Background: an optimization exercise with open tools, aiming at small area, a short achievable clock period and few clock cycles. Do not read the settings as production practice.
Function was checked by simulation only, so behaviour that the tests miss may differ from the original.
Power and IR drop assume default switching activity.

[flow/design.v]
module divider(
	input wire [31:0] dividend,
	input wire [31:0] divisor,
	input clk,
	input rst,
	input start,
	output wire [31:0] quotient,
	output wire [31:0] remainder,
	output wire busy,
	output wire done
);
	reg [31:0] q;
	reg [31:0] r;
	reg [32:0] d;
	reg [3:0] cnt;
	reg running;
	reg done_r;
	assign quotient = q;
	assign remainder = r;
	assign busy = running;
	assign done = done_r;
	function [5:0] lzc;
		input [31:0] x;
		reg [15:0] v1; reg [15:0] c1;
		reg [7:0] v2; reg [15:0] c2;
		reg [3:0] v3; reg [11:0] c3;
		reg [1:0] v4; reg [7:0] c4;
		reg v5; reg [4:0] c5;
		integer k;
		begin
			for (k = 0; k < 16; k = k + 1) begin
				v1[k] = x[2*k+1] | x[2*k];
				c1[k] = ~x[2*k+1];
			end
			for (k = 0; k < 8; k = k + 1) begin
				v2[k] = v1[2*k+1] | v1[2*k];
				c2[2*k+:2] = v1[2*k+1] ? {1'b0, c1[2*k+1]} : {1'b1, c1[2*k]};
			end
			for (k = 0; k < 4; k = k + 1) begin
				v3[k] = v2[2*k+1] | v2[2*k];
				c3[3*k+:3] = v2[2*k+1] ? {1'b0, c2[4*k+2+:2]} : {1'b1, c2[4*k+:2]};
			end
			for (k = 0; k < 2; k = k + 1) begin
				v4[k] = v3[2*k+1] | v3[2*k];
				c4[4*k+:4] = v3[2*k+1] ? {1'b0, c3[6*k+3+:3]} : {1'b1, c3[6*k+:3]};
			end
			v5 = v4[1] | v4[0];
			c5 = v4[1] ? {1'b0, c4[7:4]} : {1'b1, c4[3:0]};
			lzc = v5 ? {1'b0, c5} : 6'd32;
		end
	endfunction
	wire [5:0] za = lzc(dividend);
	wire [5:0] zb = lzc(divisor);
	wire b_zero = (divisor == 32'd0);
	wire b_one = (divisor == 32'd1);
	wire a_less = (za > zb);              
	wire [4:0] sh = zb[4:0] - za[4:0];    
	wire [32:0] s0 = {divisor, 1'b0};
	wire [32:0] s1 = sh[1] ? {s0[30:0], 2'b0} : s0;
	wire [32:0] s2 = sh[2] ? {s1[28:0], 4'b0} : s1;
	wire [32:0] s3 = sh[3] ? {s2[24:0], 8'b0} : s2;
	wire [32:0] s4 = sh[4] ? {s3[16:0], 16'b0} : s3;
	wire [32:0] sa_x = {1'b0, r};
	wire [32:0] sa_y = ~(d);
	wire [32:0] sa_p = sa_x ^ sa_y;
	wire [32:0] sa_g0 = sa_x & sa_y;
	wire sa_G0_0 = sa_g0[0] | (sa_p[0] & 1'b1);
	wire sa_G1_1 = sa_g0[1] | (sa_p[1] & sa_G0_0);
	wire sa_G1_3 = sa_g0[3] | (sa_p[3] & sa_g0[2]);
	wire sa_P1_3 = sa_p[3] & sa_p[2];
	wire sa_G1_5 = sa_g0[5] | (sa_p[5] & sa_g0[4]);
	wire sa_P1_5 = sa_p[5] & sa_p[4];
	wire sa_G1_7 = sa_g0[7] | (sa_p[7] & sa_g0[6]);
	wire sa_P1_7 = sa_p[7] & sa_p[6];
	wire sa_G1_9 = sa_g0[9] | (sa_p[9] & sa_g0[8]);
	wire sa_P1_9 = sa_p[9] & sa_p[8];
	wire sa_G1_11 = sa_g0[11] | (sa_p[11] & sa_g0[10]);
	wire sa_P1_11 = sa_p[11] & sa_p[10];
	wire sa_G1_13 = sa_g0[13] | (sa_p[13] & sa_g0[12]);
	wire sa_P1_13 = sa_p[13] & sa_p[12];
	wire sa_G1_15 = sa_g0[15] | (sa_p[15] & sa_g0[14]);
	wire sa_P1_15 = sa_p[15] & sa_p[14];
	wire sa_G1_17 = sa_g0[17] | (sa_p[17] & sa_g0[16]);
	wire sa_P1_17 = sa_p[17] & sa_p[16];
	wire sa_G1_19 = sa_g0[19] | (sa_p[19] & sa_g0[18]);
	wire sa_P1_19 = sa_p[19] & sa_p[18];
	wire sa_G1_21 = sa_g0[21] | (sa_p[21] & sa_g0[20]);
	wire sa_P1_21 = sa_p[21] & sa_p[20];
	wire sa_G1_23 = sa_g0[23] | (sa_p[23] & sa_g0[22]);
	wire sa_P1_23 = sa_p[23] & sa_p[22];
	wire sa_G1_25 = sa_g0[25] | (sa_p[25] & sa_g0[24]);
	wire sa_P1_25 = sa_p[25] & sa_p[24];
	wire sa_G1_27 = sa_g0[27] | (sa_p[27] & sa_g0[26]);
	wire sa_P1_27 = sa_p[27] & sa_p[26];
	wire sa_G1_29 = sa_g0[29] | (sa_p[29] & sa_g0[28]);
	wire sa_P1_29 = sa_p[29] & sa_p[28];
	wire sa_G1_31 = sa_g0[31] | (sa_p[31] & sa_g0[30]);
	wire sa_P1_31 = sa_p[31] & sa_p[30];
	wire sa_G2_2 = sa_g0[2] | (sa_p[2] & sa_G1_1);
	wire sa_G2_3 = sa_G1_3 | (sa_P1_3 & sa_G1_1);
	wire sa_G2_6 = sa_g0[6] | (sa_p[6] & sa_G1_5);
	wire sa_P2_6 = sa_p[6] & sa_P1_5;
	wire sa_G2_7 = sa_G1_7 | (sa_P1_7 & sa_G1_5);
	wire sa_P2_7 = sa_P1_7 & sa_P1_5;
	wire sa_G2_10 = sa_g0[10] | (sa_p[10] & sa_G1_9);
	wire sa_P2_10 = sa_p[10] & sa_P1_9;
	wire sa_G2_11 = sa_G1_11 | (sa_P1_11 & sa_G1_9);
	wire sa_P2_11 = sa_P1_11 & sa_P1_9;
	wire sa_G2_14 = sa_g0[14] | (sa_p[14] & sa_G1_13);
	wire sa_P2_14 = sa_p[14] & sa_P1_13;
	wire sa_G2_15 = sa_G1_15 | (sa_P1_15 & sa_G1_13);
	wire sa_P2_15 = sa_P1_15 & sa_P1_13;
	wire sa_G2_18 = sa_g0[18] | (sa_p[18] & sa_G1_17);
	wire sa_P2_18 = sa_p[18] & sa_P1_17;
	wire sa_G2_19 = sa_G1_19 | (sa_P1_19 & sa_G1_17);
	wire sa_P2_19 = sa_P1_19 & sa_P1_17;
	wire sa_G2_22 = sa_g0[22] | (sa_p[22] & sa_G1_21);
	wire sa_P2_22 = sa_p[22] & sa_P1_21;
	wire sa_G2_23 = sa_G1_23 | (sa_P1_23 & sa_G1_21);
	wire sa_P2_23 = sa_P1_23 & sa_P1_21;
	wire sa_G2_26 = sa_g0[26] | (sa_p[26] & sa_G1_25);
	wire sa_P2_26 = sa_p[26] & sa_P1_25;
	wire sa_G2_27 = sa_G1_27 | (sa_P1_27 & sa_G1_25);
	wire sa_P2_27 = sa_P1_27 & sa_P1_25;
	wire sa_G2_30 = sa_g0[30] | (sa_p[30] & sa_G1_29);
	wire sa_P2_30 = sa_p[30] & sa_P1_29;
	wire sa_G2_31 = sa_G1_31 | (sa_P1_31 & sa_G1_29);
	wire sa_P2_31 = sa_P1_31 & sa_P1_29;
	wire sa_G3_4 = sa_g0[4] | (sa_p[4] & sa_G2_3);
	wire sa_G3_5 = sa_G1_5 | (sa_P1_5 & sa_G2_3);
	wire sa_G3_6 = sa_G2_6 | (sa_P2_6 & sa_G2_3);
	wire sa_G3_7 = sa_G2_7 | (sa_P2_7 & sa_G2_3);
	wire sa_G3_12 = sa_g0[12] | (sa_p[12] & sa_G2_11);
	wire sa_P3_12 = sa_p[12] & sa_P2_11;
	wire sa_G3_13 = sa_G1_13 | (sa_P1_13 & sa_G2_11);
	wire sa_P3_13 = sa_P1_13 & sa_P2_11;
	wire sa_G3_14 = sa_G2_14 | (sa_P2_14 & sa_G2_11);
	wire sa_P3_14 = sa_P2_14 & sa_P2_11;
	wire sa_G3_15 = sa_G2_15 | (sa_P2_15 & sa_G2_11);
	wire sa_P3_15 = sa_P2_15 & sa_P2_11;
	wire sa_G3_20 = sa_g0[20] | (sa_p[20] & sa_G2_19);
	wire sa_P3_20 = sa_p[20] & sa_P2_19;
	wire sa_G3_21 = sa_G1_21 | (sa_P1_21 & sa_G2_19);
	wire sa_P3_21 = sa_P1_21 & sa_P2_19;
	wire sa_G3_22 = sa_G2_22 | (sa_P2_22 & sa_G2_19);
	wire sa_P3_22 = sa_P2_22 & sa_P2_19;
	wire sa_G3_23 = sa_G2_23 | (sa_P2_23 & sa_G2_19);
	wire sa_P3_23 = sa_P2_23 & sa_P2_19;
	wire sa_G3_28 = sa_g0[28] | (sa_p[28] & sa_G2_27);
	wire sa_P3_28 = sa_p[28] & sa_P2_27;
	wire sa_G3_29 = sa_G1_29 | (sa_P1_29 & sa_G2_27);
	wire sa_P3_29 = sa_P1_29 & sa_P2_27;
	wire sa_G3_30 = sa_G2_30 | (sa_P2_30 & sa_G2_27);
	wire sa_P3_30 = sa_P2_30 & sa_P2_27;
	wire sa_G3_31 = sa_G2_31 | (sa_P2_31 & sa_G2_27);
	wire sa_P3_31 = sa_P2_31 & sa_P2_27;
	wire sa_G4_8 = sa_g0[8] | (sa_p[8] & sa_G3_7);
	wire sa_G4_9 = sa_G1_9 | (sa_P1_9 & sa_G3_7);
	wire sa_G4_10 = sa_G2_10 | (sa_P2_10 & sa_G3_7);
	wire sa_G4_11 = sa_G2_11 | (sa_P2_11 & sa_G3_7);
	wire sa_G4_12 = sa_G3_12 | (sa_P3_12 & sa_G3_7);
	wire sa_G4_13 = sa_G3_13 | (sa_P3_13 & sa_G3_7);
	wire sa_G4_14 = sa_G3_14 | (sa_P3_14 & sa_G3_7);
	wire sa_G4_15 = sa_G3_15 | (sa_P3_15 & sa_G3_7);
	wire sa_G4_24 = sa_g0[24] | (sa_p[24] & sa_G3_23);
	wire sa_P4_24 = sa_p[24] & sa_P3_23;
	wire sa_G4_25 = sa_G1_25 | (sa_P1_25 & sa_G3_23);
	wire sa_P4_25 = sa_P1_25 & sa_P3_23;
	wire sa_G4_26 = sa_G2_26 | (sa_P2_26 & sa_G3_23);
	wire sa_P4_26 = sa_P2_26 & sa_P3_23;
	wire sa_G4_27 = sa_G2_27 | (sa_P2_27 & sa_G3_23);
	wire sa_P4_27 = sa_P2_27 & sa_P3_23;
	wire sa_G4_28 = sa_G3_28 | (sa_P3_28 & sa_G3_23);
	wire sa_P4_28 = sa_P3_28 & sa_P3_23;
	wire sa_G4_29 = sa_G3_29 | (sa_P3_29 & sa_G3_23);
	wire sa_P4_29 = sa_P3_29 & sa_P3_23;
	wire sa_G4_30 = sa_G3_30 | (sa_P3_30 & sa_G3_23);
	wire sa_P4_30 = sa_P3_30 & sa_P3_23;
	wire sa_G4_31 = sa_G3_31 | (sa_P3_31 & sa_G3_23);
	wire sa_P4_31 = sa_P3_31 & sa_P3_23;
	wire sa_G5_16 = sa_g0[16] | (sa_p[16] & sa_G4_15);
	wire sa_G5_17 = sa_G1_17 | (sa_P1_17 & sa_G4_15);
	wire sa_G5_18 = sa_G2_18 | (sa_P2_18 & sa_G4_15);
	wire sa_G5_19 = sa_G2_19 | (sa_P2_19 & sa_G4_15);
	wire sa_G5_20 = sa_G3_20 | (sa_P3_20 & sa_G4_15);
	wire sa_G5_21 = sa_G3_21 | (sa_P3_21 & sa_G4_15);
	wire sa_G5_22 = sa_G3_22 | (sa_P3_22 & sa_G4_15);
	wire sa_G5_23 = sa_G3_23 | (sa_P3_23 & sa_G4_15);
	wire sa_G5_24 = sa_G4_24 | (sa_P4_24 & sa_G4_15);
	wire sa_G5_25 = sa_G4_25 | (sa_P4_25 & sa_G4_15);
	wire sa_G5_26 = sa_G4_26 | (sa_P4_26 & sa_G4_15);
	wire sa_G5_27 = sa_G4_27 | (sa_P4_27 & sa_G4_15);
	wire sa_G5_28 = sa_G4_28 | (sa_P4_28 & sa_G4_15);
	wire sa_G5_29 = sa_G4_29 | (sa_P4_29 & sa_G4_15);
	wire sa_G5_30 = sa_G4_30 | (sa_P4_30 & sa_G4_15);
	wire sa_G5_31 = sa_G4_31 | (sa_P4_31 & sa_G4_15);
	wire sa_G6_32 = sa_g0[32] | (sa_p[32] & sa_G5_31);
	wire [32:0] sa_cv = {sa_G5_31, sa_G5_30, sa_G5_29, sa_G5_28, sa_G5_27, sa_G5_26, sa_G5_25, sa_G5_24, sa_G5_23, sa_G5_22, sa_G5_21, sa_G5_20, sa_G5_19, sa_G5_18, sa_G5_17, sa_G5_16, sa_G4_15, sa_G4_14, sa_G4_13, sa_G4_12, sa_G4_11, sa_G4_10, sa_G4_9, sa_G4_8, sa_G3_7, sa_G3_6, sa_G3_5, sa_G3_4, sa_G2_3, sa_G2_2, sa_G1_1, sa_G0_0, 1'b1};
	wire [32:0] sa_d = sa_p ^ sa_cv;
	wire sa_c = sa_G6_32;
	wire ge1 = sa_c;
	wire [31:0] r1 = ge1 ? sa_d[31:0] : r;
	wire [31:0] sb_x = r1;
	wire [31:0] sb_y = ~(d[32:1]);
	wire [31:0] sb_p = sb_x ^ sb_y;
	wire [31:0] sb_g0 = sb_x & sb_y;
	wire sb_G0_0 = sb_g0[0] | (sb_p[0] & 1'b1);
	wire sb_G1_1 = sb_g0[1] | (sb_p[1] & sb_G0_0);
	wire sb_G1_3 = sb_g0[3] | (sb_p[3] & sb_g0[2]);
	wire sb_P1_3 = sb_p[3] & sb_p[2];
	wire sb_G1_5 = sb_g0[5] | (sb_p[5] & sb_g0[4]);
	wire sb_P1_5 = sb_p[5] & sb_p[4];
	wire sb_G1_7 = sb_g0[7] | (sb_p[7] & sb_g0[6]);
	wire sb_P1_7 = sb_p[7] & sb_p[6];
	wire sb_G1_9 = sb_g0[9] | (sb_p[9] & sb_g0[8]);
	wire sb_P1_9 = sb_p[9] & sb_p[8];
	wire sb_G1_11 = sb_g0[11] | (sb_p[11] & sb_g0[10]);
	wire sb_P1_11 = sb_p[11] & sb_p[10];
	wire sb_G1_13 = sb_g0[13] | (sb_p[13] & sb_g0[12]);
	wire sb_P1_13 = sb_p[13] & sb_p[12];
	wire sb_G1_15 = sb_g0[15] | (sb_p[15] & sb_g0[14]);
	wire sb_P1_15 = sb_p[15] & sb_p[14];
	wire sb_G1_17 = sb_g0[17] | (sb_p[17] & sb_g0[16]);
	wire sb_P1_17 = sb_p[17] & sb_p[16];
	wire sb_G1_19 = sb_g0[19] | (sb_p[19] & sb_g0[18]);
	wire sb_P1_19 = sb_p[19] & sb_p[18];
	wire sb_G1_21 = sb_g0[21] | (sb_p[21] & sb_g0[20]);
	wire sb_P1_21 = sb_p[21] & sb_p[20];
	wire sb_G1_23 = sb_g0[23] | (sb_p[23] & sb_g0[22]);
	wire sb_P1_23 = sb_p[23] & sb_p[22];
	wire sb_G1_25 = sb_g0[25] | (sb_p[25] & sb_g0[24]);
	wire sb_P1_25 = sb_p[25] & sb_p[24];
	wire sb_G1_27 = sb_g0[27] | (sb_p[27] & sb_g0[26]);
	wire sb_P1_27 = sb_p[27] & sb_p[26];
	wire sb_G1_29 = sb_g0[29] | (sb_p[29] & sb_g0[28]);
	wire sb_P1_29 = sb_p[29] & sb_p[28];
	wire sb_G1_31 = sb_g0[31] | (sb_p[31] & sb_g0[30]);
	wire sb_P1_31 = sb_p[31] & sb_p[30];
	wire sb_G2_2 = sb_g0[2] | (sb_p[2] & sb_G1_1);
	wire sb_G2_3 = sb_G1_3 | (sb_P1_3 & sb_G1_1);
	wire sb_G2_6 = sb_g0[6] | (sb_p[6] & sb_G1_5);
	wire sb_P2_6 = sb_p[6] & sb_P1_5;
	wire sb_G2_7 = sb_G1_7 | (sb_P1_7 & sb_G1_5);
	wire sb_P2_7 = sb_P1_7 & sb_P1_5;
	wire sb_G2_10 = sb_g0[10] | (sb_p[10] & sb_G1_9);
	wire sb_P2_10 = sb_p[10] & sb_P1_9;
	wire sb_G2_11 = sb_G1_11 | (sb_P1_11 & sb_G1_9);
	wire sb_P2_11 = sb_P1_11 & sb_P1_9;
	wire sb_G2_14 = sb_g0[14] | (sb_p[14] & sb_G1_13);
	wire sb_P2_14 = sb_p[14] & sb_P1_13;
	wire sb_G2_15 = sb_G1_15 | (sb_P1_15 & sb_G1_13);
	wire sb_P2_15 = sb_P1_15 & sb_P1_13;
	wire sb_G2_18 = sb_g0[18] | (sb_p[18] & sb_G1_17);
	wire sb_P2_18 = sb_p[18] & sb_P1_17;
	wire sb_G2_19 = sb_G1_19 | (sb_P1_19 & sb_G1_17);
	wire sb_P2_19 = sb_P1_19 & sb_P1_17;
	wire sb_G2_22 = sb_g0[22] | (sb_p[22] & sb_G1_21);
	wire sb_P2_22 = sb_p[22] & sb_P1_21;
	wire sb_G2_23 = sb_G1_23 | (sb_P1_23 & sb_G1_21);
	wire sb_P2_23 = sb_P1_23 & sb_P1_21;
	wire sb_G2_26 = sb_g0[26] | (sb_p[26] & sb_G1_25);
	wire sb_P2_26 = sb_p[26] & sb_P1_25;
	wire sb_G2_27 = sb_G1_27 | (sb_P1_27 & sb_G1_25);
	wire sb_P2_27 = sb_P1_27 & sb_P1_25;
	wire sb_G2_30 = sb_g0[30] | (sb_p[30] & sb_G1_29);
	wire sb_P2_30 = sb_p[30] & sb_P1_29;
	wire sb_G2_31 = sb_G1_31 | (sb_P1_31 & sb_G1_29);
	wire sb_P2_31 = sb_P1_31 & sb_P1_29;
	wire sb_G3_4 = sb_g0[4] | (sb_p[4] & sb_G2_3);
	wire sb_G3_5 = sb_G1_5 | (sb_P1_5 & sb_G2_3);
	wire sb_G3_6 = sb_G2_6 | (sb_P2_6 & sb_G2_3);
	wire sb_G3_7 = sb_G2_7 | (sb_P2_7 & sb_G2_3);
	wire sb_G3_12 = sb_g0[12] | (sb_p[12] & sb_G2_11);
	wire sb_P3_12 = sb_p[12] & sb_P2_11;
	wire sb_G3_13 = sb_G1_13 | (sb_P1_13 & sb_G2_11);
	wire sb_P3_13 = sb_P1_13 & sb_P2_11;
	wire sb_G3_14 = sb_G2_14 | (sb_P2_14 & sb_G2_11);
	wire sb_P3_14 = sb_P2_14 & sb_P2_11;
	wire sb_G3_15 = sb_G2_15 | (sb_P2_15 & sb_G2_11);
	wire sb_P3_15 = sb_P2_15 & sb_P2_11;
	wire sb_G3_20 = sb_g0[20] | (sb_p[20] & sb_G2_19);
	wire sb_P3_20 = sb_p[20] & sb_P2_19;
	wire sb_G3_21 = sb_G1_21 | (sb_P1_21 & sb_G2_19);
	wire sb_P3_21 = sb_P1_21 & sb_P2_19;
	wire sb_G3_22 = sb_G2_22 | (sb_P2_22 & sb_G2_19);
	wire sb_P3_22 = sb_P2_22 & sb_P2_19;
	wire sb_G3_23 = sb_G2_23 | (sb_P2_23 & sb_G2_19);
	wire sb_P3_23 = sb_P2_23 & sb_P2_19;
	wire sb_G3_28 = sb_g0[28] | (sb_p[28] & sb_G2_27);
	wire sb_P3_28 = sb_p[28] & sb_P2_27;
	wire sb_G3_29 = sb_G1_29 | (sb_P1_29 & sb_G2_27);
	wire sb_P3_29 = sb_P1_29 & sb_P2_27;
	wire sb_G3_30 = sb_G2_30 | (sb_P2_30 & sb_G2_27);
	wire sb_P3_30 = sb_P2_30 & sb_P2_27;
	wire sb_G3_31 = sb_G2_31 | (sb_P2_31 & sb_G2_27);
	wire sb_P3_31 = sb_P2_31 & sb_P2_27;
	wire sb_G4_8 = sb_g0[8] | (sb_p[8] & sb_G3_7);
	wire sb_G4_9 = sb_G1_9 | (sb_P1_9 & sb_G3_7);
	wire sb_G4_10 = sb_G2_10 | (sb_P2_10 & sb_G3_7);
	wire sb_G4_11 = sb_G2_11 | (sb_P2_11 & sb_G3_7);
	wire sb_G4_12 = sb_G3_12 | (sb_P3_12 & sb_G3_7);
	wire sb_G4_13 = sb_G3_13 | (sb_P3_13 & sb_G3_7);
	wire sb_G4_14 = sb_G3_14 | (sb_P3_14 & sb_G3_7);
	wire sb_G4_15 = sb_G3_15 | (sb_P3_15 & sb_G3_7);
	wire sb_G4_24 = sb_g0[24] | (sb_p[24] & sb_G3_23);
	wire sb_P4_24 = sb_p[24] & sb_P3_23;
	wire sb_G4_25 = sb_G1_25 | (sb_P1_25 & sb_G3_23);
	wire sb_P4_25 = sb_P1_25 & sb_P3_23;
	wire sb_G4_26 = sb_G2_26 | (sb_P2_26 & sb_G3_23);
	wire sb_P4_26 = sb_P2_26 & sb_P3_23;
	wire sb_G4_27 = sb_G2_27 | (sb_P2_27 & sb_G3_23);
	wire sb_P4_27 = sb_P2_27 & sb_P3_23;
	wire sb_G4_28 = sb_G3_28 | (sb_P3_28 & sb_G3_23);
	wire sb_P4_28 = sb_P3_28 & sb_P3_23;
	wire sb_G4_29 = sb_G3_29 | (sb_P3_29 & sb_G3_23);
	wire sb_P4_29 = sb_P3_29 & sb_P3_23;
	wire sb_G4_30 = sb_G3_30 | (sb_P3_30 & sb_G3_23);
	wire sb_P4_30 = sb_P3_30 & sb_P3_23;
	wire sb_G4_31 = sb_G3_31 | (sb_P3_31 & sb_G3_23);
	wire sb_P4_31 = sb_P3_31 & sb_P3_23;
	wire sb_G5_16 = sb_g0[16] | (sb_p[16] & sb_G4_15);
	wire sb_G5_17 = sb_G1_17 | (sb_P1_17 & sb_G4_15);
	wire sb_G5_18 = sb_G2_18 | (sb_P2_18 & sb_G4_15);
	wire sb_G5_19 = sb_G2_19 | (sb_P2_19 & sb_G4_15);
	wire sb_G5_20 = sb_G3_20 | (sb_P3_20 & sb_G4_15);
	wire sb_G5_21 = sb_G3_21 | (sb_P3_21 & sb_G4_15);
	wire sb_G5_22 = sb_G3_22 | (sb_P3_22 & sb_G4_15);
	wire sb_G5_23 = sb_G3_23 | (sb_P3_23 & sb_G4_15);
	wire sb_G5_24 = sb_G4_24 | (sb_P4_24 & sb_G4_15);
	wire sb_G5_25 = sb_G4_25 | (sb_P4_25 & sb_G4_15);
	wire sb_G5_26 = sb_G4_26 | (sb_P4_26 & sb_G4_15);
	wire sb_G5_27 = sb_G4_27 | (sb_P4_27 & sb_G4_15);
	wire sb_G5_28 = sb_G4_28 | (sb_P4_28 & sb_G4_15);
	wire sb_G5_29 = sb_G4_29 | (sb_P4_29 & sb_G4_15);
	wire sb_G5_30 = sb_G4_30 | (sb_P4_30 & sb_G4_15);
	wire sb_G5_31 = sb_G4_31 | (sb_P4_31 & sb_G4_15);
	wire [31:0] sb_cv = {sb_G5_30, sb_G5_29, sb_G5_28, sb_G5_27, sb_G5_26, sb_G5_25, sb_G5_24, sb_G5_23, sb_G5_22, sb_G5_21, sb_G5_20, sb_G5_19, sb_G5_18, sb_G5_17, sb_G5_16, sb_G4_15, sb_G4_14, sb_G4_13, sb_G4_12, sb_G4_11, sb_G4_10, sb_G4_9, sb_G4_8, sb_G3_7, sb_G3_6, sb_G3_5, sb_G3_4, sb_G2_3, sb_G2_2, sb_G1_1, sb_G0_0, 1'b1};
	wire [31:0] sb_d = sb_p ^ sb_cv;
	wire sb_c = sb_G5_31;
	wire ge2 = sb_c;
	wire [31:0] r2 = ge2 ? sb_d : r1;
	always @(posedge clk) begin
		d <= running ? d >> 2 : s4;
		cnt <= running ? cnt - 4'd1 : sh[4:1];
	end
	always @(posedge clk) begin
		if (rst) begin
			running <= 1'b0;
			done_r <= 1'b0;
		end
		else if (!running) begin
			if (start) begin
				r <= dividend & {32{~b_one}};
				q <= {32{b_zero}} | (dividend & {32{b_one}});
				running <= ~(b_zero | b_one | a_less);
				done_r <= b_zero | b_one | a_less;
			end
		end
		else begin
			r <= r2;
			q <= {q[29:0], ge1, ge2};
			if (cnt == 4'd0) begin
				running <= 1'b0;
				done_r <= 1'b1;
			end
		end
	end
endmodule
[flow/flow/run.sh]
#!/bin/bash
set -euo pipefail
export BUFFER_PORTS_ARGS="-buffer_cell sky130_fd_sc_hd__buf_1"
bash standard.sh > standard_flow.log 2>&1
[flow/standard.sh]
#!/bin/bash
# synth_recipe.tcl (not shown) runs the flow's synth.tcl, then flattens the netlist and writes it again
# the make line also repeats each setting of config.mk as NAME=value (left out here)
make -C /OpenROAD-flow-scripts/flow DESIGN_CONFIG=/design/flow/config.mk WORK_HOME=/design/flow/orfs CLKGATE_MAP_FILE= SYNTH_SCRIPT=/design/flow/synth_recipe.tcl "${@:-finish}"
[flow/config.mk]
export PLATFORM = sky130hd
export DESIGN_NAME = divider
export DESIGN_NICKNAME = divider
export VERILOG_FILES = /design/flow/design.v
export SDC_FILE = /design/flow/constraint.sdc
export NUM_CORES = 4
export LEC_CHECK = 0
export CAP_MARGIN = 20
export CORE_MARGIN = 2
export CORE_UTILIZATION = 40
export PLACE_DENSITY = 0.6
export SETUP_SLACK_MARGIN = 2.5
export SLEW_MARGIN = 20
[flow/constraint.sdc]
create_clock -name core_clock -period 8.0 [get_ports {clk}]
set_input_delay 1.6000 -clock core_clock [delete_from_list [all_inputs] [get_ports {clk}]]
set_output_delay 1.6000 -clock core_clock [all_outputs]
set_load 0.01 [all_outputs]
==> results of run 1 <==
## area by class of cell
| type | instances | area share [%] |
|---|---|---|
| Timing Repair Buffer | 194 | 8.695 |
| Clock inverter | 7 | 0.5348 |
| Tap cell | 319 | 3.412 |
| Inverter | 80 | 2.599 |
| Clock buffer | 9 | 1.925 |
| Multi-Input combinational cell | 944 | 59.60 |
| Sequential cell | 103 | 23.17 |
| Timing Repair inverter | 1 | 0.06417 |
## Yosys cell counts (5+ instances only)
library cell,instances
nand2_1,152
a21oi_1,128
nor2_1,96
o21ai_0,91
inv_1,80
ha_1,73
edfxtp_1,64
mux2i_1,48
dfxtp_1,39
clkbuf_1,35
xnor2_1,32
nand3_1,26
a21o_1,24
xor2_1,20
nor3_1,17
and3_1,12
nor2b_1,12
fa_1,11
or3_1,10
a211oi_1,9
buf_2,8
mux2_2,8
nand2b_1,8
o21a_1,8
o31ai_1,8
a221o_1,7
a22o_1,7
and2_1,7
o211ai_1,7
o221a_2,7
nand4_1,6
nor4_1,6
o21bai_1,6
or2_2,6
a221oi_1,5
a311oi_1,5
a31oi_1,5
o311ai_0,5
## timing repair
item                       CTS  global route
setup endpoints to repair   65            62
pin swaps                   14            32
buffers inserted            21            24
cloned                       2             2
resized for setup           52            86
## worst min-delay path by stage
| stage | slack, ns | cells past startpoint | to |
|---|---|---|---|
| finish | 0.46 | 2 | d[5] |
| global route | 0.49 | 2 | d[4] |
| global placement | 0.44 | 2 | d[3] |
| detailed placement | 0.44 | 2 | d[5] |
| floorplan | 0.43 | 2 | d[13] |
| CTS | 0.46 | 2 | d[29] |
## power by group
group          switching, W  leakage (nW)  internal, W  total, W
clock              0.000234         0.145     0.000220  0.000453
combinational       0.00160          3.49      0.00125   0.00285
sequential        0.0000981         0.943     0.000692  0.000790
## logic make-up after synthesis
family	share of synthesized area [%]
adders and majority gates	11.83
and+or+nand+nor	17.90
AOI/OAI and AO/OA	25.54
xor gates and xnor gates	4.753
DFF	28.20
buffers and inverters	5.823
muxes	5.954
## through the flow
step / util, % / power (W) / worst slack [ns]
CTS: 47.08 / 0.003764 / 2.494
detailed placement: 44.17 / 0.003140 / 1.355
floorplan: - / 0.002609 / 2.504
global route: 49.84 / 0.004381 / 2.438
finish: 49.84 / 0.004098 / 2.615
global placement: 44.17 / 0.003140 / 1.395
## routing by layer
layer,vias to the layer above,track usage (%),part of all wire [%],wire (microns)
met3,61,3.474,5.3,1747
met4,2,9.883,3.5,1137
met1,4488,32.67,44,14470
met2,336,40.43,47,15400
met5,-,0,0.040,13
li1,4606,-,-,-
## registers in the layout, indices dropped and copies added (netlist names)
name and cells:
d 33, running 1, done_r 1, r 32, q 32, cnt 4
## tightest hold or removal path, stage by stage (launching register included)
cell and delay, ns:
dfxtp_1 0.33, nand2_1 0.05, o21ai_0 0.05
==> run notes, run 1 <==
Counting every net in the synthesized netlist gives between 1,000 and 1,500. The total inserted antenna cells came out at 0. Tracing the worst setup path back leads to its startpoint at d[16]. In this run the critical register-to-register path is captured at r[18].

The setup path with the least slack is of type flop to flop. The floorplan die area came out at between 20,000 and 30,000 sq um. The async set-or-reset flop fraction in the synthesized netlist came out at 0%.

The fraction of post-synthesis cell area in the top cell type by area is about a fifth. The element type at the critical path end is a flop. The clock transition at the registers of the reported paths came out at about 0.08 ns.

The post-route clock period utilization came out at 67.31%. The detailed router finished its first iteration with roughly 840 violations. For this run, design rule violations remaining after detail routing come to 0.

For this design the top-level I/O count stands at roughly 130. The number of enable flip-flop cells after synthesis came out at 64. The worst hold slack came out at ~0.46 ns.

VDD sags by at most between 0.15 and 0.2 mV. The row count is between 50 and 60. Dividing the detail-routed via count by the number of cells gives 5.729. The total length of routed wires came out at between 30,000 and 40,000 microns. In this design, the largest share of critical-path delay is due to simple AND/OR/NAND/NOR gates. The width of the chip is between 150 and 200 microns. The total CTS buffers came out at 9. The count of port buffers added during placement came out at between 100 and 150. The via count of the first global-routing pass came out at ~8,900.

Counting tap cells, the placed design contains a total of about 1,600 instances. The clock drives around 100 sinks. The filler cells instantiated in the layout total approximately 2,300. The worst hold path begins at d[7]. The fmax came out at 185.7 MHz. After detailed routing, the average wire length per cell comes to between 15 and 20 microns. The effective utilization at floorplan came out at between 40% and 50%. Global routing finished with a remaining overflow of 0. The post-place instance area came out at between 10,000 and 15,000 sq um. The all-layer global routing usage came out at between 20% and 30%.

Once detail routing completed, the nets flagged for antenna violations numbered 0. The number of antenna violations at the first check in global routing is 1. The tree is rooted in a clkbuf_16. The first global-routing pass estimated slightly below 50,000 microns of wire.

The die is ~160 microns tall. The cell type of the slowest stage on the worst timing path is or3_4. The number of nets in the layout came out at approximately 1,500. The total buffers and inverters traversed by the critical path is 3. The via total after detailed routing came out at roughly 9,500.

The total area of multi-input combinational cells is around 7000 sq um. The pin count of the biggest net entering global routing is 79. The number of cells on the worst reg-to-reg path is 21. The max-slew violation count is 0.

The signal on the critical path passes through inv_1 -> ha_1 -> nand4_1 -> or3_1 -> a31o_1 -> nand3_4 -> nand4_4 -> a21oi_4 -> nor2_4 -> buf_4 -> buf_4 -> and2_1 -> or2_2 -> ha_1 -> or3_1 -> o22a_1 -> a21oi_2 -> o211a_4 -> o21bai_4 -> or3_4 -> o221a_2. The number of levels in the clock H-tree is 3. In the layout the commonest cells are 152 x nand2_1, 130 x buf_1, 121 x a21oi_1. The number of setup violations in the final report is 0. For this design, the CTS-stage hold fixing added 0 buffers. The flow ran to the end and the layout has no timing, DRC or antenna violations. The cell count after synthesis came out at ~1,200. The clock skew came out at 0.01032 ns. Across the run, the number of max-cap violations was 0. The biggest area contributor in the post-synthesis netlist is edfxtp_1. STA classifies the critical path startpoint as a flop. The library cell used most frequently in the layout, excluding fill and tap cells, is nand2_1.

On the worst path, the slowest cell contributes a delay of around 0.45 ns. The worst path in the final design needs a cycle of about 5.4 ns, including I/O delays and setup. In this run the worst hold path is classified as flop to flop. The signed area change from the synthesized netlist to the final layout is 22.08%. The total area of sequential cells came out at between 2000 and 3000 sq um. Setup repair after global routing could not meet its margin everywhere.

The first TritonRoute pass finished after 5 iterations. Clock latency on the worst-skew pair, taken at its later pin, is approximately 0.37 ns. The worst slew margin relative to its limit is around 18%. The placer congestion estimate is 0.9444. The endpoint required time on the critical path is just over 8 ns.

The top flip-flop cell by instance count after synthesis is edfxtp_1. In this run the power density over the cells is about 350 nW/um^2. The share of synthesized area occupied by flip-flops and latches came out at between 20% and 30%. The largest driver fanout on the critical path came out at 10. After routing the design area is between 10,000 and 15,000 sq um. The sum of negative setup slack came out at 0 ns.

The critical path crosses 21 cells after its start point. The arrival time at the worst endpoint came out at about 5.5 ns. The analysis attributes to cell leakage a power of 4.582 nW. The actual transition at the worst max-transition pin came out at around 1.2 ns. The area of the core region came out at approximately 23,000 sq um. Once layout is complete, the cells apart from fillers number about 1,700. The register bit count reported by yosys came out at 103.

The end point of the critical path is r[18]. The setup slack of the worst register-to-register path is 2.61 ns. The longest clock path from root to sink contains 2 buffers. The per-instance average area after synthesis is between 8 and 9 sq um. The post-route netlist has around 16% of its cells at a drive strength greater than 1. For this run, the number of Yosys warnings is 1. The distinct cell type count after synthesis is about 80. The final count of hold timing violations is 0. The HPWL after detailed placement is between 20,000 and 25,000 microns. The area of the mapped netlist came out at 9583 sq um.

The startpoint identified for the worst register-to-register timing path is d[16]. TritonCTS built the clock tree. Ranked by total cell area, the synthesized netlist is headed by edfxtp_1 20%, ha_1 9.5%, dfxtp_1 8.1%.
Testbench counts, summed over its fixed seeds: cycles 5,255.
==> inputs of run 2 (changes only) <==
--- a/flow/design.v
+++ b/flow/design.v
@@ -12,7 +12,6 @@
 	reg [31:0] q;
 	reg [31:0] r;
 	reg [32:0] d;
-	reg [3:0] cnt;
 	reg running;
 	reg done_r;
 	assign quotient = q;
@@ -339,10 +338,10 @@
 	wire sb_c = sb_G5_31;
 	wire ge2 = sb_c;
 	wire [31:0] r2 = ge2 ? sb_d : r1;
-	always @(posedge clk) begin
+	always @(posedge clk)
 		d <= running ? d >> 2 : s4;
-		cnt <= running ? cnt - 4'd1 : sh[4:1];
-	end
+	wire trivial = b_zero | b_one | a_less;
+	wire [31:0] mark = 32'h40000000 >> {sh[4:1], 1'b0};
 	always @(posedge clk) begin
 		if (rst) begin
 			running <= 1'b0;
@@ -351,15 +350,15 @@
 		else if (!running) begin
 			if (start) begin
 				r <= dividend & {32{~b_one}};
-				q <= {32{b_zero}} | (dividend & {32{b_one}});
-				running <= ~(b_zero | b_one | a_less);
-				done_r <= b_zero | b_one | a_less;
+				q <= {32{b_zero}} | (dividend & {32{b_one}}) | (mark & {32{~trivial}});
+				running <= ~trivial;
+				done_r <= trivial;
 			end
 		end
 		else begin
 			r <= r2;
 			q <= {q[29:0], ge1, ge2};
-			if (cnt == 4'd0) begin
+			if (q[30]) begin
 				running <= 1'b0;
 				done_r <= 1'b1;
 			end
--- a/flow/config.mk
+++ b/flow/config.mk
@@ -9,5 +9,5 @@
 export CORE_MARGIN = 2
 export CORE_UTILIZATION = 40
 export PLACE_DENSITY = 0.6
-export SETUP_SLACK_MARGIN = 2.5
+export SETUP_SLACK_MARGIN = 2
 export SLEW_MARGIN = 20
==> run 2 against run 1 <==
Sequential power decreased by 11%. Total power fell by 16%. Sequential cell count shrank 4. Sequential share of layout area grew 0.92 points. Still clean. Largest power group unchanged. Global-route usage is 2.1 points higher. Wire length up 1.5%. Clock skew grew 0.0032 ns. Critical path depth is 2 lower.
==> run notes, run 2 <==
The number of levels in the clock H-tree is 3 (unchanged). The effective utilization at floorplan came to 40.61% (-0.22 points). Ranked by instance count, the synthesized netlist is headed by 107 x nand2_1, 97 x o21ai_0, 88 x a21oi_1, 81 x nor2_1, 75 x inv_1. The number of antenna violations at the first check in global routing is 3 (+2). The placer congestion estimate is 0.9588 (+1.5%). The area growth from synthesis to layout is 14.63%.

Leaving out fill and tap cells, the most frequent cell in the layout is buf_1. The initial DRC count is 842 (+0.72%). Counting flops per register, the top entry is d.

The clock latency reported for the late side of the worst-skew pair came out at 0.36 ns (about the same). The top cell types in the final layout, fill and taps aside, are 132 x buf_1, 107 x nand2_1, 96 x o21ai_0. The endpoint required time on the critical path is 8.11 ns (-0.02 ns). The arrival time at the worst endpoint came out at 5.90 ns (+0.39 ns). The largest total area in the synthesized netlist belongs to edfxtp_1. The max-slew violation count came out at 0 (unchanged). The number of flip-flops in the largest register came out at 33 (unchanged). The power density of the placed cells came out at 316.4 nW/um^2 (-9.7%). The number of enable flip-flop cells after synthesis came to 64 (unchanged). The fmax was 172.9 MHz (-6.9%). The distinct cell type count after synthesis is 81 (-1.2%). The post-route clock period utilization came to 72.30% (+5.0 points).

The worst slew margin relative to its limit is 35.22% (+17 points). The net count after synthesis is 1,289 (-3.2%). The pin count of the biggest net entering global routing came to 66 (-16%). The most used flip-flop cell after synthesis is edfxtp_1.

The total number of yosys warnings is 1 (unchanged). The count of port buffers added during placement is 132 (unchanged). The count of pins on the block boundary is 133 (unchanged). The HPWL after detailed placement is 25,390 microns (+5.0%). In the final layout, the registers with the most flip-flops are d x33, q x32, r x32. The CTS tree is built. The async set-or-reset flop fraction in the synthesized netlist came out at 0% (unchanged). The area of the core region came out at 23,400 sq um (-0.30%). The per-instance average area after synthesis is 8.343 sq um (+2.7%). The fraction of final layout cells with drive strength greater than 1 came out at 8.796% (-7.2 points). The detailed-router iteration count before antenna repair was 5 (unchanged). The number of clock sinks seen by CTS is 99 (-3.9%). The number of buffers between clock root and the deepest sink is 2 (unchanged). The number of setup violations in the final report is 0 (unchanged).

The worst setup path is launched from a flop. The fraction of post-synthesis cell area in the top cell type by area came out at 20.22% (+0.17 points). The number of max-cap violations came to 0 (unchanged). The number of nets in the layout is 1,407 (-5.2%). The via count of the first global-routing pass came out at 8,838 (-0.47%). The DRC violations left is 0 (unchanged). The actual transition at the worst max-transition pin is 0.9717 ns (-0.2503 ns). The post-layout total power was 0.003446 W (-16%). The row count was 56 (unchanged). By area the synthesized netlist is led by edfxtp_1 20%, ha_1 9.5%, dfxtp_1 7.4%. The clock period minus worst slack is 5.784 ns (+0.3986 ns). The largest driver fanout on the critical path is 22 (+12).

The total length of routed wires is 33,250 microns (+1.5%). The tree is rooted in a clkbuf_16. The area of the mapped netlist was 9503 sq um (-0.84%). The via total after detailed routing came out at 9,405 (-0.93%). The total CTS buffers came to 9 (unchanged). The category of the most critical setup path is flop to flop. The sum of negative setup slack is 0 ns (unchanged).

The total area of sequential cells is 2624 sq um (-3.2%). The standby leakage power came out at 4.187 nW (-8.6%). The floorplan die area is 25,010 sq um (-0.81%).

The number of nets with antenna violations after routing is 0 (unchanged). The first-pass GRT wire length came out at 50,860 microns (+3.1%). The clock transition at the registers of the reported paths is 0.08 ns (about the same). The all-layer global routing usage came out at 26.77% (+2.1 points). The register bit count reported by yosys is 99 (-3.9%).

The width of the chip was 158.1 microns (-0.41%). Setup repair after global routing left no endpoint under its margin. The final count of hold timing violations is 0 (unchanged). The worst hold slack came out at 0.4808 ns (+0.02027 ns). The number of fill cells in the layout came out at 2,392 (+4.8%). The total of hold buffers inserted after clock tree synthesis came out at 0 (unchanged). The path category of the worst min-delay check is flop to flop. The worst setup path is captured at a flop. The die height came out at 158.1 microns (-0.41%). The total area of multi-input combinational cells is 6599 sq um (-5.4%). The number of vias per cell after detailed routing is 5.945 (+3.8%). The share of synthesized area occupied by flip-flops and latches came out at 27.60% (-0.61 points).

nand2_1 is the most common cell in the netlist. The gate count after technology mapping came out at 1,139 (-3.5%). The post-layout utilization of the core came out at 46.55% (-3.3 points).

The flow ran to the end and the layout has no timing, DRC or antenna violations. The clock skew is 0.01356 ns (+0.003239 ns). The remaining global-route overflow came out at 0 (unchanged). The maximum ir drop on the vdd rail was 0.1480 mV (-21%). The average wire length per cell after detail routing is 21.02 microns (+6.3%).
[run 2: cells by family (layout without fill, tap and decap cells)]
family / after synthesis / count (layout) / share of synthesized area [%]
AO/OA/AOI/OAI: 371 / 371 / 25.45
XOR/XNOR: 47 / 47 / 4.332
adder cells (fa/ha/maj): 83 / 83 / 11.80
buffers and inverters: 128 / 251 / 5.332
flip-flops: 99 / 99 / 27.60
multiplexers: 74 / 74 / 8.427
other: 0 / 1 / 0
AND/OR/NAND/NOR: 337 / 337 / 17.06
[run 2: critical path: stages (launching register included)]
cell and delay, ns:
edfxtp_1 0.44, ha_1 0.43, a21oi_1 0.31, o21ai_1 0.11
a221o_1 0.41, nor3b_4 0.22, o21ai_4 0.14, buf_4 0.21
nand2_8 0.18, mux2_1 0.38, ha_1 0.38, nand4_1 0.22
o22ai_2 0.26, o211ai_2 0.18, a211oi_2 0.35, nor2_2 0.13
o32a_1 0.40, nor3b_2 0.19, buf_6 0.23, a221o_1 0.35
[run 2: worst paths after layout]
kind / end / slack (ns) / depth (start not counted) / from
hold / removal: d[29] / 0.48 / 2 / d[31]
setup reg to reg: r[15] / 2.22 / 19 / r[17]
hold reg to reg: d[29] / 0.48 / 2 / d[31]
setup / recovery: r[15] / 2.22 / 19 / r[17]
[run 2: timing repair]
action | in CTS | in global routing
buffers inserted | 3 | 7
pin swaps | 1 | 6
endpoints found under the setup margin | 62 | 74
hold endpoints to repair | 0 | 0
resized for setup | 11 | 21
[run 2: metal layers]
layer | GRT usage (%) | routed length, microns
met1 | 37.39 | 14880
met4 | 8.194 | 714
met3 | 4.791 | 2652
met2 | 42.13 | 14990
met5 | 0 | 13
[run 2: layout make-up]
type / count / area share [%]
Inverter: 78 / 2.688
Timing Repair Buffer: 157 / 6.340
Multi-Input combinational cell: 912 / 60.58
Clock buffer: 9 / 2.068
Tap cell: 319 / 3.664
Sequential cell: 99 / 24.09
Antenna cell: 1 / 0.02297
Clock inverter: 7 / 0.5513
[run 2: power breakdown]
group,internal [W],leakage [nW],switching [W]
Combinational,0.000923,3.14,0.00137
Sequential,0.000651,0.908,0.0000513
Clock,0.000218,0.137,0.000232
[run 2: stage by stage]
step / instances / cell area (sq um) / setup WS (ns)
final: 1582 / 10890 / 2.216
after global routing: 1581 / 10890 / 1.995
after CTS: 1574 / 10720 / 2.006
after detailed placement: 1555 / 10340 / 1.311
after global placement: 1555 / 10340 / 1.270
after floorplan: 1139 / 9503 / 2.386
Testbench counts of run 2, summed over its fixed seeds: cycles 5,255.
==> inputs of run 3 (changes only) <==
--- a/flow/config.mk
+++ b/flow/config.mk
@@ -9,5 +9,6 @@
 export CORE_MARGIN = 2
 export CORE_UTILIZATION = 40
 export PLACE_DENSITY = 0.6
-export SETUP_SLACK_MARGIN = 2
+export SETUP_SLACK_MARGIN = 2.5
 export SLEW_MARGIN = 20
+export TNS_END_PERCENT = 0
==> run 3 against run 2 <==
Total power rose by 8.3%. Wire length rose by 5.3%. Critical path depth grew 4. Clock-buffer cell count unchanged. Hold slack got worse by 0.0038 ns. Clock skew increased by 0.0038 ns. Setup slack gained 0.27 ns. Sequential power barely moved. Largest cell class unchanged. Largest power group unchanged. Highest routed layer is now met4.
==> run notes, run 3 <==
The run finished with no timing, DRC or antenna violations. The total of hold buffers inserted after clock tree synthesis came out at 0 (unchanged). The number of setup violations in the final report came to 0 (unchanged). The pin count of the biggest net entering global routing was 77 (+17%).

The CTS tree is built. The fraction of post-synthesis cell area in the top cell type by area came out at 20.22% (unchanged). In the final layout, the registers with the most flip-flops are d x33, q x32, r x32. The die height is 158.1 microns (unchanged). STA classifies the critical path startpoint as a flop. The distinct cell type count after synthesis came out at 81 (unchanged). The element type at the critical path end is a flop.

In the layout the commonest cells are 132 x buf_1, 107 x nand2_1, 95 x o21ai_0. The worst setup timing slack at the placement stage is 1.141 ns (-0.1702 ns). The commonest cells after synthesis are 107 x nand2_1, 97 x o21ai_0, 88 x a21oi_1, 81 x nor2_1, 75 x inv_1. The post-layout utilization of the core is 49.80% (+3.3 points).

The library cell occupying the most area in the post-synthesis netlist is edfxtp_1. The path class of the tightest hold or removal check is flop to flop. The number of fill cells in the layout is 2,217 (-7.3%). The top flip-flop cell by instance count after synthesis is edfxtp_1. d holds more flip-flops than any other register. The register bit count reported by yosys came to 99 (unchanged). The area of the core region is 23,400 sq um (unchanged). The number of antenna violations at the first check in global routing came to 0 (-3). The floorplan die area came out at 25,010 sq um (unchanged). By instance count, the leading cell after synthesis is nand2_1. The number of cells on the worst hold path came out at 2 (unchanged). The total buffers and inverters traversed by the critical path is 5 (+3). The sum of negative setup slack came out at 0 ns (unchanged). The post-route clock period utilization is 68.95% (-3.3 points). The number of enable flip-flop cells after synthesis is 64 (unchanged).

The detailed-router iteration count before antenna repair came to 5 (unchanged). By startpoint and endpoint, the worst setup path is classified as flop to flop. The actual transition at the worst max-transition pin came out at 0.9688 ns (-0.002960 ns).

The max-slew violation count was 0 (unchanged). The gate count after technology mapping came out at 1,139 (unchanged). The area of the mapped netlist came out at 9503 sq um (unchanged). The clock skew is 0.01734 ns (+0.003773 ns).

The number of buffers between clock root and the deepest sink is 2 (unchanged). The number of clock sinks seen by CTS was 99 (unchanged). The number of cells on the worst reg-to-reg path is 23 (+4). The fraction of final layout cells with drive strength greater than 1 is 14.77% (+6.0 points). The maximum ir drop on the vdd rail came out at 0.1295 mV (-12%). The cell class contributing the biggest share of worst-path delay is compound AO/OA/AOI/OAI gates. The number of nets in the layout came out at 1,452 (+3.2%). The net count after synthesis is 1,289 (unchanged).

The effective utilization at floorplan came out at 40.61% (unchanged). The via count of the first global-routing pass was 9,111 (+3.1%). The via total after detailed routing came to 9,802 (+4.2%). The clock period minus worst slack is 5.516 ns (-0.2678 ns). The total length of routed wires came out at 35,020 microns (+5.3%). The number of cells on the critical path came out at 23 (+4). The number of flip-flops in the largest register came to 33 (unchanged). The largest incremental delay on the critical path came out at 0.41 ns (-0.03 ns). The share of synthesized area occupied by flip-flops and latches came out at 27.60% (unchanged). The count of port buffers added during placement came out at 132 (unchanged). The row count was 56 (unchanged). By area the synthesized netlist is led by edfxtp_1 20%, ha_1 9.5%, dfxtp_1 7.4%. The standby leakage power is 4.487 nW (+7.2%). The arrival time at the worst endpoint came out at 5.63 ns (-0.27 ns). The HPWL after detailed placement came out at 25,810 microns (+1.6%). The total CTS buffers is 9 (unchanged). The placer congestion estimate came to 0.9381 (-2.2%).

The clock transition at the registers of the reported paths is 0.08 ns (about the same). The worst hold slack was 0.4770 ns (-0.003835 ns). The initial DRC count is 857 (+1.8%). The number of vias per cell after detailed routing came to 6.028 (+1.4%).

The per-instance average area after synthesis is 8.343 sq um (unchanged). The endpoint required time on the critical path came out at 8.11 ns (about the same). The async set-or-reset flop fraction in the synthesized netlist is 0% (unchanged).

The final count of hold timing violations came out at 0 (unchanged). Traced cell by cell, the critical path runs through inv_1 -> ha_2 -> inv_2 -> fa_2 -> a211oi_4 -> nor3_4 -> o21ai_2 -> a21oi_4 -> o21ai_4 -> buf_6 -> and2_4 -> mux2_4 -> ha_4 -> o211ai_1 -> nor3_4 -> o211ai_2 -> a211oi_4 -> nor2_4 -> o32a_1 -> nor3b_4 -> buf_12 -> clkbuf_16 -> a221o_1. The total inserted antenna cells came out at 0 (-1). The final setup slack of the worst path is 2.484 ns (+0.2678 ns). The number of levels in the clock H-tree is 3 (unchanged). The remaining global-route overflow came out at 0 (unchanged). The power density of the placed cells is 320.3 nW/um^2 (+1.2%). The worst slew margin relative to its limit is 35.27% (+0.053 points). The fmax came out at 181.3 MHz (+4.9%). The clock latency reported for the late side of the worst-skew pair is 0.36 ns (about the same). The DRC violations left came to 0 (unchanged). The total number of yosys warnings is 1 (unchanged). The first-pass GRT wire length came out at 52,130 microns (+2.5%). The number of nets with antenna violations after routing is 0 (unchanged). The library cell used most frequently in the layout, excluding fill and tap cells, is buf_1. The width of the chip came out at 158.1 microns (unchanged). From synthesis to final layout, the design area changed by 22.63%. The number of max-cap violations is 0 (unchanged). The all-layer global routing usage came out at 27.10% (+0.33 points). Setup repair after global routing could not meet its margin everywhere. The count of pins on the block boundary is 133 (unchanged).

The largest driver fanout on the critical path came out at 10 (-55%). The cell type of the slowest stage on the worst timing path is a211oi_4. The average wire length per cell after detail routing came out at 21.54 microns (+2.5%).

The cell sitting at the root of the clock tree is a clkbuf_16.
[run 3: cell types whose count changed in the layout (fill, tap and decap cells not counted), sizes merged]
cell	delta
clkinvlp	+2
clkbuf	+2
clkinv	-2
nand2	+1
buf	+40
o21ai	+1
bufinv	+1
xor2	+1
inv	-1
diode	-1
[run 3: layout make-up]
class | count | area (sq um) | share of cell area, %
multi-input cells | 915 | 6939 | 59.54
clock inverters | 7 | 75.07 | 0.6442
clock buffers | 9 | 225.2 | 1.933
inverters | 78 | 292.8 | 2.512
well taps | 319 | 399.1 | 3.425
flip-flops and latches | 99 | 2624 | 22.51
repair buffers | 199 | 1099 | 9.427
[run 3: cells by family after synthesis]
kind of cell | after synthesis | share of synthesized area, %
compound gates | 371 | 25.45
simple gates | 337 | 17.06
mux | 74 | 8.427
buf+inv | 128 | 5.332
fa+ha+maj | 83 | 11.80
xor+xnor | 47 | 4.332
flops | 99 | 27.60
[run 3: worst min-delay path, cell delays in order (launching register included)]
cell	delay, ns
dfxtp_1	0.33
nand2_1	0.05
o21ai_0	0.07
[run 3: timing repair]
action | 4_1_cts | 5_1_grt
resized for setup | 37 | 57
pin swaps | 11 | 33
cloned | 1 | 4
setup endpoints to repair | 82 | 75
setup buffers | 12 | 37
[run 3: stage by stage]
stage	cell area, sq um	total power [W]	instances
finish	11650	0.003733	1626
global route	11650	0.004002	1626
CTS	10980	0.003445	1585
detailed placement	10350	0.002909	1556
global placement	10350	0.002891	1556
floorplan	9504	0.002381	1139
[run 3: final timing paths]
| path | from | end | slack, ns |
|---|---|---|---|
| max reg2reg | r[0] | r[17] | 2.48 |
| max | r[0] | r[17] | 2.48 |
| min | d[31] | d[29] | 0.48 |
| min reg2reg | d[31] | d[29] | 0.48 |
[run 3: power by group]
part           total, W  switching [W]  internal [W]
Clock          0.000468       0.000223      0.000245
Sequential     0.000701      0.0000499      0.000651
Combinational   0.00256        0.00149       0.00107
[run 3: per-layer routing]
layer  GRT usage [%]  vias up  share of wire, %
li1                -     4589                 -
met1           37.26     4704                44
met4           6.006        0               2.2
met3           4.845       68               7.9
met2           44.45      441                46
met5               0        -                 0
==> inputs of run 4 (changes only) <==
--- a/flow/config.mk
+++ b/flow/config.mk
@@ -9,6 +9,6 @@
 export CORE_MARGIN = 2
 export CORE_UTILIZATION = 40
 export PLACE_DENSITY = 0.6
-export SETUP_SLACK_MARGIN = 2.5
+export SETUP_SLACK_MARGIN = 3
 export SLEW_MARGIN = 20
 export TNS_END_PERCENT = 0
==> run 4 against run 3 <==
Critical path depth down 3. First-iteration DRC count up 21%. Highest routed layer unchanged. Area after synthesis unchanged. Combinational power down 3%. Still clean. Global-route usage up 0.36 points. Final area down 0.46%. Hold slack worse by 0.00085 ns. Via count down 1.1%. Setup slack better by 0.21 ns. Clock-buffer cell count unchanged. Critical path type is now input pin to flop. Clock power down 1%. Largest cell class unchanged.
==> run notes, run 4 <==
The flow ran to the end and the layout has no timing, DRC or antenna violations. The placer congestion estimate came to 0.9144 (-2.5%). The HPWL after detailed placement came out at 25,370 microns (-1.7%). The DRC violations left is 0 (unchanged). The number of clock sinks seen by CTS came out at 99 (unchanged). The area of the mapped netlist is 9503 sq um (unchanged). The power density of the placed cells came out at 314.3 nW/um^2 (-1.9%). The die height is 158.1 microns (unchanged). The number of setup violations in the final report is 0 (unchanged). The tightest min-delay check is of the flop to flop type.

The all-layer global routing usage came out at 27.46% (+0.36 points). The largest registers in the layout are d x33, q x32, r x32. The number of enable flip-flop cells after synthesis came out at 64 (unchanged). The net count after synthesis came out at 1,289 (unchanged). The commonest cells after synthesis are 107 x nand2_1, 97 x o21ai_0, 88 x a21oi_1, 81 x nor2_1, 75 x inv_1. The power spent charging and discharging nets came out at 0.001750 W (-0.98%). Among all cell types in the netlist, the one instantiated most often is nand2_1. The clock period minus worst slack was 5.310 ns (-0.2063 ns).

The clock skew came out at 0.02071 ns (+0.003375 ns). The fmax came out at 188.3 MHz (+3.9%). The fraction of final layout cells with drive strength greater than 1 came to 14.19% (-0.58 points). The top flip-flop cell by instance count after synthesis is edfxtp_1. The library cell occupying the most area in the post-synthesis netlist is edfxtp_1. The actual transition at the worst max-transition pin was 0.9502 ns (-0.01855 ns). The detailed-router iteration count before antenna repair is 5 (unchanged).

The element type at the critical path end is a flop. The share of synthesized area occupied by flip-flops and latches is 27.60% (unchanged). The remaining global-route overflow is 0 (unchanged). The via total after detailed routing is 9,690 (-1.1%). The maximum ir drop on the vdd rail came out at 0.1244 mV (-3.9%). The largest driver fanout on the critical path is 13 (+3). The standby leakage power came out at 4.461 nW (-0.59%). The initial DRC count came out at 1,038 (+21%). The clock latency reported for the late side of the worst-skew pair is 0.38 ns (+0.02 ns). The power share of the combinational group came out at 68.0% (-0.7 points). The fraction of post-synthesis cell area in the top cell type by area came to 20.22% (unchanged). The most common library cell in the layout ignoring fill and taps is buf_1. The register bit count reported by yosys is 99 (unchanged). The number of nets in the layout came out at 1,442 (-0.69%). The effective utilization at floorplan was 40.61% (unchanged). The count of pins on the block boundary came out at 133 (unchanged). The number of vias per cell after detailed routing came to 5.996 (-0.53%). The number of flip-flops in the largest register is 33 (unchanged). The first-pass GRT wire length came out at 52,320 microns (+0.37%). The arrival time at the worst endpoint is 5.60 ns (-0.03 ns). The number of fill cells in the layout is 2,319 (+4.6%). The total of hold buffers inserted after clock tree synthesis was 0 (unchanged). STA classifies the critical path startpoint as an input pin. The row count came out at 56 (unchanged). The count of port buffers added during placement is 132 (unchanged). The endpoint required time on the critical path is 8.29 ns (+0.18 ns). The pin count of the biggest net entering global routing is 57 (-26%). The share of power burned in registers is 19.4% (+0.6 points). The post-route clock period utilization came to 66.37% (-2.6 points).

The async set-or-reset flop fraction in the synthesized netlist came to 0% (unchanged). Clock tree synthesis selected as its root buffer the cell clkbuf_16. The total inserted antenna cells is 0 (unchanged). The final count of hold timing violations is 0 (unchanged). The number of antenna violations at the first check in global routing came out at 0 (unchanged). The register with the most flip-flops is d. The via count of the first global-routing pass is 9,117 (+0.066%). Setup repair after global routing could not meet its margin everywhere. By area the synthesized netlist is led by edfxtp_1 20%, ha_1 9.5%, dfxtp_1 7.4%. The clock transition at the registers of the reported paths was 0.08 ns (about the same).

The floorplan die area is 25,010 sq um (unchanged). The area of the core region came out at 23,400 sq um (unchanged). The category of the most critical setup path is input pin to flop. The number of levels in the clock H-tree is 3 (unchanged). The number of buffers between clock root and the deepest sink is 2 (unchanged).

The distinct cell type count after synthesis is 81 (unchanged). The average wire length per cell after detail routing came to 21.35 microns (-0.86%). The per-instance average area after synthesis came out at 8.343 sq um (unchanged). The power share of the clock group is 12.7% (+0.2 points). The internal power contribution came out at 0.001895 W (-3.6%). The number of max-cap violations came out at 0 (unchanged). The total number of yosys warnings is 1 (unchanged).

The max-slew violation count came to 0 (unchanged). The total length of routed wires is 34,510 microns (-1.5%). The sum of negative setup slack came out at 0 ns (unchanged).

The number of nets with antenna violations after routing came out at 0 (unchanged). The worst slew margin relative to its limit came out at 36.58% (+1.3 points). The worst hold slack was 0.4761 ns (-0.0008540 ns). The gate count after technology mapping came out at 1,139 (unchanged). The total CTS buffers is 9 (unchanged). The CTS tree is built. The width of the chip was 158.1 microns (unchanged).

The proportion of total power due to net switching came out at 48.01% (+0.66 points). Leaving out fill and tap cells, the most frequent cells in the layout are 132 x buf_1, 107 x nand2_1, 95 x o21ai_0. The signed area change from the synthesized netlist to the final layout is 22.07%.
run 4: cell counts after synthesis:
Identical to the previous run, type by type.
run 4: what timing repair did:
item                                    4_1_cts  5_1_grt
cloned                                        3        0
pin swaps                                    23       17
endpoints found under the setup margin       82       82
buffers inserted                             41        5
resized for setup                            55       20
run 4: stage by stage:
| stage | utilization [%] | setup slack (ns) | area (sq um) | std cells | power (W) |
|---|---|---|---|---|---|
| 6_report | 49.57 | 2.690 | 11600 | 1616 | 0.003645 |
| 5_1_grt | 49.57 | 2.494 | 11600 | 1616 | 0.003897 |
| 4_1_cts | 48.91 | 2.714 | 11450 | 1611 | 0.003549 |
| 3_5_place_dp | 44.62 | 1.637 | 10440 | 1551 | 0.002913 |
| 3_3_place_gp | 44.57 | 1.684 | 10430 | 1551 | 0.002904 |
| 2_1_floorplan | - | 2.837 | 9666 | 1139 | 0.002400 |
run 4: cell families (layout without fill, tap and decap cells):
logic type	Yosys count	in the layout	share of synthesized area, %
xor gates and xnor gates	47	49	4.332
buffers and inverters	128	283	5.332
DFF	99	99	27.60
muxes	74	74	8.427
and+or+nand+nor	337	338	17.06
AOI/OAI and AO/OA	371	371	25.45
adders and majority gates	83	83	11.80
run 4: area by class of cell:
cell class                      instances  area [sq um]  area share (%)
Clock inverter                          7         76.32          0.6580
Timing Repair Buffer                  189          1010           8.705
Sequential cell                        99          2624           22.62
Inverter                               78         292.8           2.524
Tap cell                              319         399.1           3.441
Clock buffer                            9         225.2           1.942
Multi-Input combinational cell        915          6973           60.11
run 4: power by group through the flow:
| stage | combinational, W | sequential [W] | clock [W] |
|---|---|---|---|
| final | 0.00248 | 0.000706 | 0.000461 |
| after floorplan | 0.00168 | 0.000717 | 0 |
| after global placement | 0.00219 | 0.000715 | 0 |
| after global routing | 0.00270 | 0.000716 | 0.000482 |
| after CTS | 0.00238 | 0.000704 | 0.000464 |
| after detailed placement | 0.00220 | 0.000716 | 0 |
run 4: layer usage:
| layer | wire length [microns] | up-vias | GRT usage, % |
|---|---|---|---|
| met5 | 0 | - | 0 |
| met4 | 932 | 0 | 8.923 |
| met3 | 2864 | 53 | 4.188 |
| met2 | 15400 | 453 | 42.96 |
| met1 | 15310 | 4630 | 38.78 |
| li1 | - | 4554 | - |
run 4: critical path, cell delays in order:
cell	delay, ns
buf_1	0.17
nor4_4	0.37
nand3_2	0.15
nor4_4	0.20
inv_1	0.11
o21ai_4	0.21
nor2_1	0.08
a22oi_2	0.30
ha_1	0.20
inv_1	0.07
fa_4	0.51
buf_12	0.18
xor2_4	0.15
buf_12	0.19
mux2i_1	0.13
o21ai_0	0.43
mux2i_1	0.19
nand2_1	0.11
o21ai_0	0.09
o21ai_0	0.15
run 4: final timing paths:
path / from / cells after the start / to / slack (ns)
worst max-delay path: divisor[15] / 20 / d[30] / 2.69
worst max register to register: r[0] / 22 / r[18] / 2.73
worst min-delay path: d[31] / 2 / d[29] / 0.48
worst min register to register: d[31] / 2 / d[29] / 0.48
==> inputs of run 5 (changes only) <==
--- a/flow/config.mk
+++ b/flow/config.mk
@@ -9,6 +9,5 @@
 export CORE_MARGIN = 2
 export CORE_UTILIZATION = 40
 export PLACE_DENSITY = 0.6
-export SETUP_SLACK_MARGIN = 3
+export SETUP_SLACK_MARGIN = 2.75
 export SLEW_MARGIN = 20
-export TNS_END_PERCENT = 0
==> run 5 against run 4 <==
Setup slack better by 0.062 ns. Area after synthesis stayed put. Largest cell class unchanged. Sequential power is essentially flat. Combinational power grew 8.1%. Critical endpoint is now d[26]. Critical path depth shrank 3. Critical path type unchanged. Hold slack worse by 0.0087 ns. Global-route usage decreased by 0.16 points. Largest power group unchanged. Total power grew 7.8%. Sequential cell count stayed put. Sequential share of layout area fell by 1.5 points.
==> run notes, run 5 <==
The count of pins on the block boundary came out at 133 (unchanged). The power share of the clock group came out at 13.8% (+1.1 points). Among cell families on the critical path, the largest total delay comes from compound AO/OA/AOI/OAI gates. The initial DRC count came to 944 (-9.1%).

The net count after synthesis came out at 1,289 (unchanged). The internal power contribution is 0.002105 W (+11%). The number of antenna violations at the first check in global routing came out at 0 (unchanged). The number of setup violations in the final report is 0 (unchanged). The placer congestion estimate was 0.9192 (+0.52%).

The remaining global-route overflow came to 0 (unchanged). The worst setup timing slack at the placement stage came out at 1.509 ns (-0.1278 ns). The top flip-flop cell by instance count after synthesis is edfxtp_1.

Ranked by total cell area, the synthesized netlist is headed by edfxtp_1 20%, ha_1 9.5%, dfxtp_1 7.4%. The number of flip-flops in the largest register came to 33 (unchanged). The power spent charging and discharging nets came out at 0.001824 W (+4.2%). The largest incremental delay on the critical path is 0.52 ns (about the same). Setup repair after global routing could not meet its margin everywhere. The actual transition at the worst max-transition pin came out at 0.9782 ns (+0.02792 ns).

The tightest min-delay check is of the flop to flop type. The largest registers in the layout are d x33, q x32, r x32. The detailed-router iteration count before antenna repair came out at 5 (unchanged). Relative to the synthesized area, the layout overhead comes to 30.88%. The total length of routed wires is 35,410 microns (+2.6%). The clock period minus worst slack came out at 5.248 ns (-0.06168 ns).

The pin count of the biggest net entering global routing came out at 59 (+3.5%). The arrival time at the worst endpoint was 5.48 ns (-0.12 ns). STA classifies the critical path endpoint as a flop.

The all-layer global routing usage came out at 27.30% (-0.16 points). The area of the mapped netlist came out at 9503 sq um (unchanged). The run finished with no timing, DRC or antenna violations. The number of max-cap violations was 0 (unchanged). The average wire length per cell after detail routing came out at 21.34 microns (about the same). In the post-synthesis netlist, the cell with the most instances is nand2_1. The row count came to 56 (unchanged). The basic-gate share of the synthesized area counting and, or, nand and nor cells came out at 17.06% (unchanged).

The effective utilization at floorplan came out at 40.61% (unchanged). The number of buffers between clock root and the deepest sink is 2 (unchanged). The HPWL after detailed placement is 25,280 microns (-0.37%). The xor and xnor area share after synthesis is 4.332% (unchanged). The post-route clock period utilization is 65.60% (-0.77 points). The area of the core region came out at 23,400 sq um (unchanged). The number of levels in the clock H-tree is 3 (unchanged). The register with the most flip-flops in the final layout is d. The share of the synthesized area in compound gates (AO/OA/AOI/OAI) came out at 25.45% (unchanged). The total number of yosys warnings was 1 (unchanged). The die height was 158.1 microns (unchanged). The async set-or-reset flop fraction in the synthesized netlist was 0% (unchanged). The count of port buffers added during placement is 132 (unchanged). The final setup slack of the worst path came out at 2.752 ns (+0.06168 ns).
## run 5: cell counts after synthesis
No cell type changed its count.
## run 5: cells by family after synthesis
| kind of cell | after synthesis |
|---|---|
| muxes | 74 |
| AOI/OAI and AO/OA | 371 |
| and+or+nand+nor | 337 |
| DFF | 99 |
| xor gates and xnor gates | 47 |
| buffers and inverters | 128 |
| adders and majority gates | 83 |
## run 5: per-stage QoR
step / total power (W) / hold slack (ns) / instance area [sq um] / std cells
after CTS: 0.003604 / 0.4666 / 11480 / 1619
after floorplan: 0.002389 / 0.4250 / 9599 / 1139
after detailed placement: 0.002894 / 0.4491 / 10390 / 1554
after global placement: 0.002877 / 0.4414 / 10390 / 1554
after global routing: 0.004192 / 0.5234 / 12440 / 1659
final: 0.003930 / 0.4674 / 12440 / 1659
## run 5: worst min-delay path: cells and delay by family (launching register included)
kind / cells / cell delay [ns]
flops: 1 / 0.34
compound gates: 1 / 0.06
simple gates: 1 / 0.05
## run 5: area by class of cell
| cell class | count | area [sq um] | area share [%] |
|---|---|---|---|
| clock inverter | 7 | 131.4 | 1.056 |
| timing repair buffer | 233 | 1410 | 11.34 |
| inverter | 78 | 292.8 | 2.354 |
| sequential | 99 | 2626 | 21.12 |
| clock buffer | 9 | 225.2 | 1.811 |
| multi-input combinational | 914 | 7352 | 59.11 |
| tap | 319 | 399.1 | 3.209 |
## run 5: power by group through the flow
| stage | combinational (W) | sequential, W | clock (W) |
|---|---|---|---|
| 2_1_floorplan | 0.00167 | 0.000717 | 0 |
| 3_3_place_gp | 0.00216 | 0.000718 | 0 |
| 3_5_place_dp | 0.00218 | 0.000718 | 0 |
| 4_1_cts | 0.00236 | 0.000706 | 0.000541 |
| 5_1_grt | 0.00291 | 0.000718 | 0.000562 |
| 6_report | 0.00268 | 0.000709 | 0.000540 |
## run 5: what timing repair did
item / in CTS / in global routing
hold endpoints to repair: 0 / 0
pin swaps: 28 / 63
gates cloned: 5 / 1
resized for setup: 59 / 125
setup buffers: 44 / 39
endpoints found under the setup margin: 79 / 79
## run 5: final timing paths
| path | end | slack, ns | depth (start not counted) | from |
|---|---|---|---|---|
| setup / recovery | d[26] | 2.75 | 17 | divisor[30] |
| hold / removal | d[29] | 0.47 | 2 | d[31] |
| setup reg to reg | r[18] | 2.85 | 22 | r[0] |
| hold reg to reg | d[29] | 0.47 | 2 | d[31] |
## run 5: routing by layer
layer  GRT usage, %  vias up  wire, microns
li1               -     4630              -
met1          39.20     4784          15810
met2          42.28      473          15830
met3          4.134       80           2858
met4          8.237        0            909
met5              0        -              0

Re-timed with assumed drivers on the ports (clkbuf_16 on the clock, buf_2 on other inputs), run 5 has 2.759 ns of setup slack against 2.752 ns with ideal ports, and 2.350 ns once port delays also move by the mid clock arrival of 0.409 ns.
